From an optimization exercise on the open Yosys and OpenROAD flow, aimed at small area and a short achievable clock period; shortcuts taken in it are not production practice. At most, simulation tests tie the RTL to the original design; equivalence was not proved. Power figures rest on the tool's default switching activity, not on a simulated workload.

## rev 12
// RegistroALU
module RegistroALU #(parameter N=16)
(
	clk, rst, Z_in, Y_in, mode_in, btn_change_in,
	segA_out, segB_out, segD_out, aritm_out_out
);
	localparam KA = 5;                
	input  logic clk;
	input  logic rst;
	input  logic [N-1:0] Z_in;
	input  logic [N-1:0] Y_in;
	input  logic [1:0] mode_in;
	input  logic [1:0] btn_change_in;
	output logic [6:0] segA_out;
	output logic [6:0] segB_out;
	output logic [6:0] segD_out;
	output logic [N-1:0] aritm_out_out;
	logic [15:0]   R_a, R_m, Y_a, Y_m;
	logic [KA-1:0] rem_a, rem_m;
	logic          zz_a, zz_m, bb_a, bb_m;
	logic [3:0]    op_m;
	logic [15:0]   res_b;
	logic [6:0]    segD_b;
	aluFront #(.KA(KA)) front (
		.Z(Z_in), .Y(Y_in), .op({btn_change_in, mode_in}),
		.R(R_a), .Yr(Y_a), .rem(rem_a), .zz(zz_a), .bb(bb_a));
	RegistroCargaIn #(.KA(KA)) registroIn (
		.clk(clk), .rst(rst),
		.R_d(R_a), .Y_d(Y_a), .rem_d(rem_a), .op_d({btn_change_in, mode_in}), .zz_d(zz_a), .bb_d(bb_a),
  ...
For scale: roughly 3000 cells after synthesis, roughly 65 flip-flops, about 17000 um2 of cells after synthesis.
export LEC_CHECK = 0
export ABC_AREA = 1
export CAP_MARGIN = 20
export CORE_MARGIN = 2
export CORE_UTILIZATION = 40
export SLEW_MARGIN = 20
create_clock -name core_clock -period 55.0 [get_ports {clk}]
standard.sh (not shown) runs the stock make flow with config.mk's settings and CLKGATE_MAP_FILE= SYNTH_SCRIPT=/design/flow/synth_recipe.tcl, a recipe that flattens the netlist after the stock synthesis.
==> flow/flow/run.sh <==
#!/bin/bash
# Standard layout, with repair_timing asked for more setup slack than the period needs.
set -euo pipefail
bash standard.sh SETUP_SLACK_MARGIN=40 RECOVER_POWER=100 finish > layout.log 2>&1
Complete run, failing final checks: rev 12, reason capacitance limit, slew limit.
Setup changes, rev 12 to rev 13
==> flow/flow/run.sh <==
#!/bin/bash
# Standard layout, with repair_timing asked for more setup slack than the period needs.
set -euo pipefail
bash standard.sh SETUP_SLACK_MARGIN=41 finish > layout.log 2>&1
==> results.txt <==
- Rev 13 finished every step from synthesis to the final layout, and the layout passed the timing, DRC and antenna checks.
- Rev 13 ends up with a multi-input combinational area share that is 1.3 points lower than in rev 12.
- Summary of rev 13 over rev 12: part of the total power dissipated in combinational logic +3.4 points, post-route total power rose 24%.
- Density: rev 13 denser than rev 12
- The final reports for rev 13 and rev 12 show sequential fraction of total cell area lower in the former.
- Against rev 12, rev 13 comes in 7.8% higher on post-detailed-routing wire length.
- Global router's overall resource usage: higher on rev 13
- Clock network fraction of design power, rev 13 and rev 12: higher on rev 12

* * *

## run A
Another version of the RTL of RegistroALU (not shown whole).
For scale: ~2500 cells after synthesis, ~75 I/O pins, about 0.015 mm² of cells after synthesis.
clock: 55.0 ns
lec_check: 0
abc_area: 1
cap_margin: 20
core_margin: 2
core_utilization: 40
slew_margin: 20
==> flow/flow/run.sh <==
#!/bin/bash
# Standard layout, with repair_timing asked for more setup slack than the period needs.
set -euo pipefail
bash standard.sh SETUP_SLACK_MARGIN=33 finish > layout.log 2>&1
Run A completed; timing, DRC and antenna clean
Edits applied to the flow inputs when going from run A to run B:
==> flow/flow/run.sh <==
#!/bin/bash
# Standard layout, with repair_timing asked for more setup slack than the period needs.
set -euo pipefail
bash standard.sh SETUP_SLACK_MARGIN=36 finish > layout.log 2>&1
Results
Post-synthesis instance total: run A vs run B identical. Worst-path cell with the longest stage delay = sky130_fd_sc_hd__o21ai_1: run A; worst-path cell with the longest stage delay = sky130_fd_sc_hd__clkdlybuf4s50_1: run B. Run B vs run A: final critical-path share of the clock period down in run B. Sequential share of cell area in run B is 0.67 points below run A. Comparing run B and run A, the lower number of cells traversed by the worst register-to-register path is on run B. Relative to run A, proportion of cell area occupied by multi-input gates has decreased by 0.88 points in run B. Run B against run A: peak fanout along the critical path moved down; minimum setup slack in the final design picked up an extra 1700 ps; cell count shows an increase of 2.5%.
Here is what was changed in the inputs of run C compared with run B.
==> flow/flow/run.sh <==
#!/bin/bash
# Standard layout, with repair_timing asked for more setup slack than the period needs.
set -euo pipefail
bash standard.sh SETUP_SLACK_MARGIN=35 finish > layout.log 2>&1
==> results.txt <==
Run C gives less detailed route wirelength on metal3 than run B did.
First-pass GRT wire length (lower): run C
Net switching fraction of the power was higher in run C than in run B.
Run C vs run B on relative max-transition margin: run C is the higher one.
Comparing run B with run C, the clock network contribution to total cell area came out essentially unchanged.
In run C, the post-layout minimum cycle time came out 730 ps above the value in run B.
Run B → run C: via count of the first global-routing pass lower, worst setup slack after layout lower.
Run C vs. run B: routed wire length went down by 2.1%.
Re number of signal-net buffers in the layout: run C is about 21% down on run B.

* * *

Setup of purple:
RegistroALU, a different RTL version from the one above (not shown whole).
Size: roughly 2800 cells after synthesis, ~75 I/O pins.
==> flow/config.mk <==
export PLATFORM = sky130hd
export DESIGN_NAME = RegistroALU
export DESIGN_NICKNAME = RegistroALU
export VERILOG_FILES = /design/flow/design.v
export SDC_FILE = /design/flow/constraint.sdc
export NUM_CORES = 4
export LEC_CHECK = 0
export ABC_AREA = 1
export CAP_MARGIN = 20
export CORE_MARGIN = 2
export CORE_UTILIZATION = 60
export SLEW_MARGIN = 20
==> flow/constraint.sdc <==
create_clock -name core_clock -period 55.0 [get_ports {clk}]
set_input_delay 11.0000 -clock core_clock [delete_from_list [all_inputs] [get_ports {clk}]]
set_output_delay 11.0000 -clock core_clock [all_outputs]
set_load 0.01 [all_outputs]
==> flow/flow/run.sh <==
#!/bin/bash
# The standard layout with two changes: the synthesized netlist's combinational
# cells go back to x1 before the floorplan (downsize.tcl), and timing repair is
# asked for MARGIN ns of setup slack at the design's period, so that it sizes
# and buffers the real critical paths. Each tool's output goes to a log here.
set -euo pipefail
MARGIN=39.5
bash standard.sh synth > synth.log 2>&1
RESULTS=orfs/results/sky130hd/RegistroALU/base openroad -no_init -exit flow/downsize.tcl > downsize.log 2>&1
bash standard.sh SETUP_SLACK_MARGIN=$MARGIN finish > layout.log 2>&1
==> flow/flow/downsize.tcl <==
# Sets every combinational cell of the synthesized netlist to the lowest drive
# strength of its kind (x1), undoing the sizing that synthesis did for a timing
# view that does not know the design's input and output delays. The layout's
# own timing repair then sizes up what the real critical paths need.
# Flip-flops are left as synthesis made them.
set results $::env(RESULTS)
read_db $results/1_synth.odb
set db [ord::get_db]
set block [ord::get_db_block]
set n 0
foreach inst [$block getInsts] {
  set name [[$inst getMaster] getName]
  if {![regexp {^(sky130_fd_sc_hd__[a-z0-9]+)_([0-9]+)$} $name -> base drive]} { continue }
  if {[regexp {df|dl|sdf|edf|conb|tap|fill|decap|clkbuf|clkinv|lpflow|probe} $base]} { continue }
  if {$drive <= 1} { continue }
  set m [$db findMaster ${base}_1]
  if {$m == "NULL"} { continue }
  $inst swapMaster $m
  incr n
}
puts "downsized $n cells"
write_db $results/1_synth.odb
[inputs] red vs purple
--- a/flow/flow/run.sh
+++ b/flow/flow/run.sh
@@ -7 +7 @@
-MARGIN=39.5
+MARGIN=40
### Flow results
Side by side, cell leakage power turned out higher in red than in purple. Compared with purple, red shows final cell count higher by 0.63%. The faster design of the two is red; purple tops out lower. Looking at red and purple, the sequential power is a wash.

* * *

before:
RTL: one of the versions met above, not the one the previous note started from.
For scale: ~17000 µm² of cells after synthesis.
clock: 55.0 ns
lec_check: 0
abc_area: 1
cap_margin: 20
core_margin: 2
core_utilization: 40
slew_margin: 20
==> flow/flow/run.sh <==
#!/bin/bash
# Standard layout, with repair_timing asked for more setup slack than the period needs.
set -euo pipefail
bash standard.sh SETUP_SLACK_MARGIN=40 finish > layout.log 2>&1
Inputs modified between before and after:
Settings: CORE_UTILIZATION now 60, was 40.
Changes observed in after relative to before: overall power now larger; max-slew headroom at the worst pin now smaller; met1 demand-to-capacity share in global routing now larger; count of plain and timing-repair buffers in the layout now smaller. In the metrics for after and before, the one carrying the lower sum of met3 wire segment lengths after detailed routing is before. The final critical-path share of the clock period of after and that of before are within noise of each other.

* * *

RTL: one of the versions met above, not the one the previous note started from.
Size in the first run: ~2800 cells after synthesis, roughly 0.015 mm^2 of cells after synthesis.
## RegistroALU
module RegistroALU #(parameter N=16)
(
	clk, rst, Z_in, Y_in, mode_in, btn_change_in,
	segA_out, segB_out, segD_out, aritm_out_out
);
export LEC_CHECK = 0
export ABC_AREA = 1
export CAP_MARGIN = 20
export CORE_MARGIN = 2
export CORE_UTILIZATION = 60
export SLEW_MARGIN = 20
create_clock -name core_clock -period 55.0 [get_ports {clk}]
==> flow/flow/run.sh <==
#!/bin/bash
# The standard layout with two changes: the synthesized netlist's combinational
# cells go back to x1 before the floorplan (downsize.tcl), and timing repair is
# asked for MARGIN ns of setup slack at the design's period, so that it sizes
# and buffers the real critical paths; the buffers synthesis added are taken
# out at the floorplan. Each tool's output goes to a log here.
set -euo pipefail
MARGIN=40
bash standard.sh synth > synth.log 2>&1
RESULTS=orfs/results/sky130hd/RegistroALU/base openroad -no_init -exit flow/downsize.tcl > downsize.log 2>&1
bash standard.sh SETUP_SLACK_MARGIN=$MARGIN REMOVE_ABC_BUFFERS=1 finish > layout.log 2>&1
Scripts as last shown in full above: flow/flow/downsize.tcl
The first run ran to the end with no violations.
Next try:
--- a/flow/flow/run.sh
+++ b/flow/flow/run.sh
@@ -5,2 +5 @@
-# and buffers the real critical paths; the buffers synthesis added are taken
-# out at the floorplan. Each tool's output goes to a log here.
+# and buffers the real critical paths. Each tool's output goes to a log here.
@@ -11 +10 @@
-bash standard.sh SETUP_SLACK_MARGIN=$MARGIN REMOVE_ABC_BUFFERS=1 finish > layout.log 2>&1
+bash standard.sh SETUP_SLACK_MARGIN=$MARGIN finish > layout.log 2>&1
Settings changed: CORE_UTILIZATION 60 to 70.
Effect: Worst hold slack improved by 0.062 ns; setup slack got worse by 0.13 ns; via count rose by a few percent; routed wire length rose by a few percent; final area is about the same.
Next try:
--- a/flow/flow/run.sh
+++ b/flow/flow/run.sh
@@ -7 +7 @@
-MARGIN=40
+MARGIN=41
Settings changed: CORE_UTILIZATION 70 to 60.
Cell count came out higher by a few percent; non-clock buffer count came out higher by 102; worst hold slack got worse by 0.053 ns; maximum frequency rises by a few percent; wire length climbs by roughly a tenth; die area grows by about a fifth; sequential share of layout area came out lower by 1.1 points; utilization came out lower by 2.2 points.
Next try:
--- a/flow/flow/run.sh
+++ b/flow/flow/run.sh
@@ -7 +7 @@
-MARGIN=41
+MARGIN=40
Settings changed: TNS_END_PERCENT set to 30.
Final cell count came out lower by 3.5%.
Cell area decreases by 14%.
Clock power drops by 16%.
Total power falls by 19%.
First-iteration DRC count fell by 31%.
Count of clock-buffer cells in the layout does not change.
Hold slack gains 0.015 ns.
Routed wire length went down by 14%.
Clock skew stays flat.
Sequential power is lower by about 2%.

* * *

Another version of the RTL of RegistroALU (not shown whole).
Size in the first run: ~2,400 cells after synthesis, about 66 flip-flops, about 75 I/O pins, about 15,000 µm² of cells after synthesis.
==> flow/config.mk <==
export PLATFORM = sky130hd
export DESIGN_NAME = RegistroALU
export DESIGN_NICKNAME = RegistroALU
export VERILOG_FILES = /design/flow/design.v
export SDC_FILE = /design/flow/constraint.sdc
export NUM_CORES = 4
export LEC_CHECK = 0
export ABC_AREA = 1
export CAP_MARGIN = 20
export CORE_MARGIN = 2
export CORE_UTILIZATION = 40
export SLEW_MARGIN = 20
==> flow/constraint.sdc <==
create_clock -name core_clock -period 55.0 [get_ports {clk}]
set_input_delay 11.0000 -clock core_clock [delete_from_list [all_inputs] [get_ports {clk}]]
set_output_delay 11.0000 -clock core_clock [all_outputs]
set_load 0.01 [all_outputs]
==> flow/flow/run.sh <==
#!/bin/bash
# Standard layout, with repair_timing asked for more setup slack than the period needs.
set -euo pipefail
bash standard.sh SETUP_SLACK_MARGIN=38 TNS_END_PERCENT=20 finish > layout.log 2>&1
The first run passed the timing, DRC and antenna checks.
Change:
==> flow/flow/run.sh (replaced) <==
#!/bin/bash
# Standard layout, with repair_timing asked for more setup slack than the period needs.
set -euo pipefail
bash standard.sh SETUP_SLACK_MARGIN=37 finish > layout.log 2>&1
After rerunning: The changed run went through all stages and came out clean; cell area falls by 1.9%; combinational power drops by 5.0%; wire length drops by 1.5%; total power is lower by 3.9%; setup slack gains 0.20 ns.
Function was not checked in any run of this note: the RTL went through the layout flow alone.

* * *

The RTL this note starts from:
==> flow/design.v <==
module RegistroCargaIn #(parameter KA = 10)
(
	input  logic          clk,
	input  logic          rst,
	input  logic [15:0]   R_d,
	input  logic [15:0]   Y_d,
	input  logic [KA-1:0] rem_d,
	input  logic [3:0]    op_d,
	input  logic          zz_d,
	output logic [15:0]   R_q,
	output logic [15:0]   Y_q,
	output logic [KA-1:0] rem_q,
	output logic [3:0]    op_q,
	output logic          zz_q
);
	always @ (posedge clk or posedge rst)
		if (rst) begin
			R_q <= 0;
			Y_q <= 0;
			rem_q <= 0;
			op_q <= 0;
			zz_q <= 0;
		end
		else begin
			R_q <= R_d;
			Y_q <= Y_d;
			rem_q <= rem_d;
			op_q <= op_d;
			zz_q <= zz_d;
		end
endmodule
module RegistroCargaOut
(
	input  logic        clk,
	input  logic        rst,
	input  logic [15:0] res_d,
	input  logic [6:0]  segD_d,
	output logic [15:0] res_q,
	output logic [6:0]  segD_q
);
	always @ (posedge clk or posedge rst)
		if (rst) begin
			res_q <= 0;
			segD_q <= 0;
		end
		else begin
			res_q <= res_d;
			segD_q <= segD_d;
		end
endmodule
module bin2bcd
(
	input  logic [7:0] bin,
	input  logic       on,
	output logic [6:0] segA,
	output logic [6:0] segB
);
	logic [11:0] bcd;
	integer i;
	function automatic logic [6:0] seg7(input logic [3:0] d);
		case (d)
			4'd0: seg7 = 7'b0000001;
			4'd1: seg7 = 7'b1001111;
			4'd2: seg7 = 7'b0010010;
			4'd3: seg7 = 7'b0000110;
			4'd4: seg7 = 7'b1001100;
			4'd5: seg7 = 7'b0100100;
			4'd6: seg7 = 7'b0100000;
			4'd7: seg7 = 7'b0001111;
			4'd8: seg7 = 7'b0000000;
			default: seg7 = 7'b0000100;
		endcase
	endfunction
	always_comb begin
		bcd = 0;
		for (i = 0; i < 8; i = i + 1) begin
			bcd = {bcd[10:0], bin[7-i]};
			if (i < 7 && bcd[3:0] > 4) bcd[3:0] = bcd[3:0] + 3;
			if (i < 7 && bcd[7:4] > 4) bcd[7:4] = bcd[7:4] + 3;
		end
		segA = on ? seg7(bcd[3:0]) : 7'b0000000;
		segB = on ? seg7(bcd[7:4]) : 7'b0000000;
	end
endmodule
module divRow #(parameter J = 1, parameter RIP = 5)
(
	input  logic [15:0] r,
	input  logic        b,
	input  logic [15:0] Y,
	output logic        q,
	output logic [15:0] ro
);
	logic [J-1:0] t, rn;
	logic [J:0]   d;
	logic         hz;
	generate
		if (J == 1) begin : g1
			assign t = b;
		end else begin : gn
			assign t = {r[J-2:0], b};
		end
		if (J == 16) begin : g16
			assign hz = 1'b1;
			assign ro = rn;
		end else begin : gl
			assign hz = ~|Y[15:J];
			assign ro = {{(16-J){1'b0}}, rn};
		end
	endgenerate
	generate
		if (J <= RIP) begin : rip
			logic [J:0] bw;
			assign bw[0] = 1'b0;
			for (genvar i = 0; i < J; i++) begin : bit_
				assign d[i]    = t[i] ^ Y[i] ^ bw[i];
				assign bw[i+1] = (~t[i] & Y[i]) | (~t[i] & bw[i]) | (Y[i] & bw[i]);
			end
			assign d[J] = bw[J];
		end else begin : cla
			assign d = {1'b0, t} - {1'b0, Y[J-1:0]};
		end
	endgenerate
	assign q  = hz & ~d[J];
	assign rn = q ? d[J-1:0] : t;
endmodule
module divFront #(parameter KA = 10)
(
	input  logic [15:0]   Z, Y,
	input  logic [3:0]    op,
	output logic [15:0]   R,
	output logic [KA-1:0] rem,
	output logic          zz
);
	logic [15:0]   rr [0:KA];
	logic [KA-1:0] qhi;
	genvar g;
	assign rr[0] = 16'd0;
	generate
		for (g = 1; g <= KA; g++) begin : rows
			divRow #(.J(g)) row (.r(rr[g-1]), .b(Z[16-g]), .Y(Y), .q(qhi[KA-g]), .ro(rr[g]));
		end
	endgenerate
	assign rem = rr[KA][KA-1:0];
	assign zz  = (Z == 16'd0);
	assign R   = (op == 4'b1111 || op == 4'b1000) ? {qhi, Z[15-KA:0]} : Z;
endmodule
module paramCalculator #(parameter KA = 10)
(
	input  logic [15:0]   R,
	input  logic [15:0]   Y,
	input  logic [KA-1:0] rem,
	input  logic [3:0]    op,
	input  logic          zz,
	output logic [15:0]   res,
	output logic [6:0]    segD
);
	logic [15:0]    rr [KA:16];
	logic [15-KA:0] qlo;
	genvar g;
	assign rr[KA] = {{(16-KA){1'b0}}, rem};
	generate
		for (g = KA + 1; g <= 16; g++) begin : rows
			divRow #(.J(g)) row (.r(rr[g-1]), .b(R[16-g]), .Y(Y), .q(qlo[16-g]), .ro(rr[g]));
		end
	endgenerate
	logic [15:0] Z;
	logic [16:0] s, p;
	logic [16:0] d1;
	logic [15:0] d2, lg, zs;
	logic        ovf, zy, yz, big, fN, fZ, fC, fV;
	assign Z  = R;
	function automatic logic [16:0] radd(input logic [15:0] a, input logic [15:0] b, input logic ci);
		logic c;
		c = ci;
		for (int i = 0; i < 16; i++) begin
			radd[i] = a[i] ^ b[i] ^ c;
			c = (a[i] & b[i]) | (a[i] & c) | (b[i] & c);
		end
		radd[16] = c;
	endfunction
	logic [16:0] nd1, nd2;
	assign s   = radd(Z, Y, 1'b0);
	assign nd1 = radd(Z, ~Y, 1'b1);    
	assign nd2 = radd(~Z, Y, 1'b1);    
	assign d1  = {~nd1[16], nd1[15:0]};
	assign d2  = nd2[15:0];
	always_comb begin
		logic [16:0] ps, pc, pp, ns, nc, cc;
		ps = 0; pc = 0;
		for (int i = 0; i < 16; i++) begin
			pp = ({1'b0, Z} << i) & {17{Y[i]}};
			for (int k = 0; k < 17; k++) begin
				ns[k] = ps[k] ^ pc[k] ^ pp[k];
				nc[k] = (ps[k] & pc[k]) | (ps[k] & pp[k]) | (pc[k] & pp[k]);
			end
			ps = ns;
			pc = {nc[15:0], 1'b0};
		end
		cc = 0;
		for (int k = 0; k < 17; k++) begin
			p[k] = ps[k] ^ pc[k] ^ cc[k];
			if (k < 16) cc[k+1] = (ps[k] & pc[k]) | (ps[k] & cc[k]) | (pc[k] & cc[k]);
		end
	end
	assign zy = (Z == 16'd0);
	assign yz = (Y == 16'd0);
	assign big = |Y[15:4];
	always_comb begin
		for (int i = 0; i < 16; i++) zs[i] = |(Z >> i);
		ovf = p[16];
		for (int j = 1; j < 16; j++) ovf = ovf | (Y[j] & zs[16-j]);
	end
	always_comb begin
		res = 16'd0;
		fN = 1'b0; fZ = 1'b0; fC = 1'b0; fV = 1'b0;
		lg = 16'd0;
		case (op)
			4'b1100: begin  
				if (s[16]) fC = 1'b1;
				else begin
					res = s[15:0];
					fZ = zy & yz;
				end
			end
			4'b1101: begin  
				if (d1[16]) begin
					res = d2;
					fN = 1'b1;
				end else if (d1[15:0] == 16'd0) fZ = 1'b1;
				else res = d1[15:0];
			end
			4'b1110: begin  
				if (ovf) fC = 1'b1;
				else if (zy | yz) fZ = 1'b1;
				else res = p[15:0];
			end
			4'b1111: begin  
				if (yz) fV = 1'b1;
				else if (zz) fZ = 1'b1;
				else res = {R[15:16-KA], qlo};
			end
			4'b1000: begin  
				if (yz) fV = 1'b1;
				else if (zz) fZ = 1'b1;
				else res = rr[16];
			end
			4'b1001, 4'b1010, 4'b1011, 4'b0010, 4'b0001: begin
				case (op)
					4'b1001: lg = Z & Y;
					4'b1010: lg = Z | Y;
					4'b1011: lg = Z ^ Y;
					4'b0010: lg = big ? 16'd0 : Z << Y[3:0];
					default: lg = big ? 16'd0 : Z >> Y[3:0];
				endcase
				res = lg;
				fZ = (lg == 16'd0);
			end
			default: ;
		endcase
		case ({fN, fZ, fC, fV})
			4'b1000: segD = 7'b1111110;
			4'b0100: segD = 7'b0010010;
			4'b0010: segD = 7'b1010101;
			4'b0001: segD = 7'b1000001;
			default: segD = 7'b1111111;
		endcase
	end
endmodule
module RegistroALU #(parameter N=16)
(
	clk, rst, Z_in, Y_in, mode_in, btn_change_in,
	segA_out, segB_out, segD_out, aritm_out_out
);
	localparam KA = 6;               
	input  logic clk;
	input  logic rst;
	input  logic [N-1:0] Z_in;
	input  logic [N-1:0] Y_in;
	input  logic [1:0] mode_in;
	input  logic [1:0] btn_change_in;
	output logic [6:0] segA_out;
	output logic [6:0] segB_out;
	output logic [6:0] segD_out;
	output logic [N-1:0] aritm_out_out;
	logic [15:0]   R_a,  R_m;
	logic [KA-1:0] rem_a, rem_m;
	logic          zz_a, zz_m;
	logic [15:0]   Y_m;
	logic [3:0]    op_m;
	logic [15:0]   res_b;
	logic [6:0]    segD_b;
	divFront #(.KA(KA)) front (
		.Z(Z_in), .Y(Y_in), .op({btn_change_in, mode_in}),
		.R(R_a), .rem(rem_a), .zz(zz_a));
	RegistroCargaIn #(.KA(KA)) registroIn (
		.clk(clk), .rst(rst),
		.R_d(R_a), .Y_d(Y_in), .rem_d(rem_a), .op_d({btn_change_in, mode_in}), .zz_d(zz_a),
		.R_q(R_m), .Y_q(Y_m), .rem_q(rem_m), .op_q(op_m), .zz_q(zz_m));
	paramCalculator #(.KA(KA)) alu (
		.R(R_m), .Y(Y_m), .rem(rem_m), .op(op_m), .zz(zz_m),
		.res(res_b), .segD(segD_b));
	RegistroCargaOut registroOut (
		.clk(clk), .rst(rst), .res_d(res_b), .segD_d(segD_b),
		.res_q(aritm_out_out), .segD_q(segD_out));
	bin2bcd display (
		.bin(aritm_out_out[7:0]), .on(segD_out[6] | segD_out[4]),
		.segA(segA_out), .segB(segB_out));
endmodule
make LEC_CHECK=0 ABC_AREA=1 CAP_MARGIN=20 CORE_MARGIN=2 CORE_UTILIZATION=40 SLEW_MARGIN=20 finish   # period 55.0 ns
run.sh (not shown) runs the stock make flow with config.mk's settings and CLKGATE_MAP_FILE= SYNTH_SCRIPT=/design/flow/synth_recipe.tcl, a recipe that flattens the netlist after the stock synthesis.
Stock flow here: none of the scripts above is used.
The starting point completed with no timing, DRC or antenna violations.
Edit:
==> flow/flow/run.sh (new file) <==
#!/bin/bash
# Standard layout, with repair_timing aiming for 33 ns of setup slack at the design's period.
set -euo pipefail
bash standard.sh SETUP_SLACK_MARGIN=33 finish > layout.log 2>&1
==> flow/standard.sh (new file) <==
#!/bin/bash
# synth_recipe.tcl (not shown) runs the flow's synth.tcl, then flattens the netlist and writes it again
# the make line also repeats each setting of config.mk as NAME=value (left out here)
make -C /OpenROAD-flow-scripts/flow DESIGN_CONFIG=/design/flow/config.mk WORK_HOME=/design/flow/orfs CLKGATE_MAP_FILE= SYNTH_SCRIPT=/design/flow/synth_recipe.tcl "${@:-finish}"
removed: flow/run.sh
The new run produced a clean layout.
Area after synthesis does not change.
Power barely changes.
Setup slack improves by 2000 ps.
Via count went up by 0.56%.
Non-clock buffer count went up by 4.
Critical path depth went down by 56.
Edit:
==> flow/flow/run.sh (replaced) <==
#!/bin/bash
# Standard layout, with repair_timing aiming for 37 ns of setup slack at the design's period.
set -euo pipefail
bash standard.sh SETUP_SLACK_MARGIN=37 finish > layout.log 2>&1
=> The changed run passed the timing, DRC and antenna checks. Sequential power went down by about 1%. Cell count went up by 2.2%. Critical path depth went down by 1.

-- re-timing with driven ports --
No port has a modelled driver above. Below, the same layouts with a new extraction and two added sets of constraints. Step 1, drivers: a clkbuf_16 drives clk and a buf_2 each remaining input, both assumed. Step 2, shift: input delay + t, output delay - t, t = (earliest + latest rising clock arrival at the registers) / 2. This alone moves slack from input paths to output paths. Three values: no drivers, after step 1, after step 2; two values: the first two.
run | t (ns) | setup WS [ns] | hold slack, ns | clock arrival spread, ns | cell pins on the clock port's net
rev 12 | 0.383 | 37.064 / 37.064 / 37.064 | 0.772 / 0.772 / 0.772 | 0.006 / 0.006 | 1
rev 13 | 0.385 | 40.800 / 40.751 / 40.811 | 0.770 / 0.770 / 0.770 | 0.010 / 0.010 | 1
run A | 0.395 | 34.874 / 34.895 / 34.500 | 0.664 / 0.664 / 0.664 | 0.009 / 0.008 | 1
run B | 0.397 | 36.575 / 36.597 / 36.200 | 0.661 / 0.661 / 0.661 | 0.009 / 0.009 | 1
run C | 0.394 | 35.846 / 35.868 / 35.474 | 0.660 / 0.660 / 0.660 | 0.008 / 0.008 | 1
purple | 0.378 | 39.821 / 39.844 / 39.466 | 0.802 / 0.802 / 0.802 | 0.015 / 0.015 | 1
red | 0.373 | 40.209 / 40.231 / 39.858 | 0.805 / 0.805 / 0.805 | 0.012 / 0.012 | 1
before | 0.383 | 40.253 / 40.207 / 40.054 | 0.770 / 0.770 / 0.770 | 0.006 / 0.007 | 1
after | 0.377 | 40.280 / 40.238 / 39.950 | 0.735 / 0.735 / 0.735 | 0.009 / 0.010 | 1
the first run of note 5 | 0.377 | 40.286 / 40.306 / 39.929 | 0.774 / 0.774 / 0.774 | 0.012 / 0.012 | 1
the second run of note 5 | 0.384 | 40.153 / 40.105 / 39.940 | 0.836 / 0.836 / 0.836 | 0.011 / 0.011 | 1
the third run of note 5 | 0.370 | 40.807 / 40.760 / 40.736 | 0.782 / 0.782 / 0.782 | 0.009 / 0.009 | 1
the fourth run of note 5 | 0.376 | 40.231 / 40.253 / 39.877 | 0.798 / 0.798 / 0.798 | 0.012 / 0.012 | 1
the first run of note 6 | 0.393 | 36.718 / 36.735 / 36.342 | 0.770 / 0.770 / 0.770 | 0.010 / 0.010 | 1
the second run of note 6 | 0.389 | 36.922 / 36.940 / 36.551 | 0.784 / 0.784 / 0.784 | 0.011 / 0.011 | 1
the first run of note 7 | 0.416 | 33.152 / 33.152 / 33.152 | 0.806 / 0.806 / 0.806 | 0.013 / 0.013 | 1
the second run of note 7 | 0.415 | 35.148 / 35.156 / 34.759 | 0.807 / 0.807 / 0.807 | 0.013 / 0.013 | 1
the third run of note 7 | 0.417 | 37.170 / 37.185 / 36.767 | 0.823 / 0.823 / 0.823 | 0.014 / 0.015 | 1
The setup slack of the third run of note 7, which loses most, moves by +0.015 ns with the drivers and by -0.403 ns with both steps.
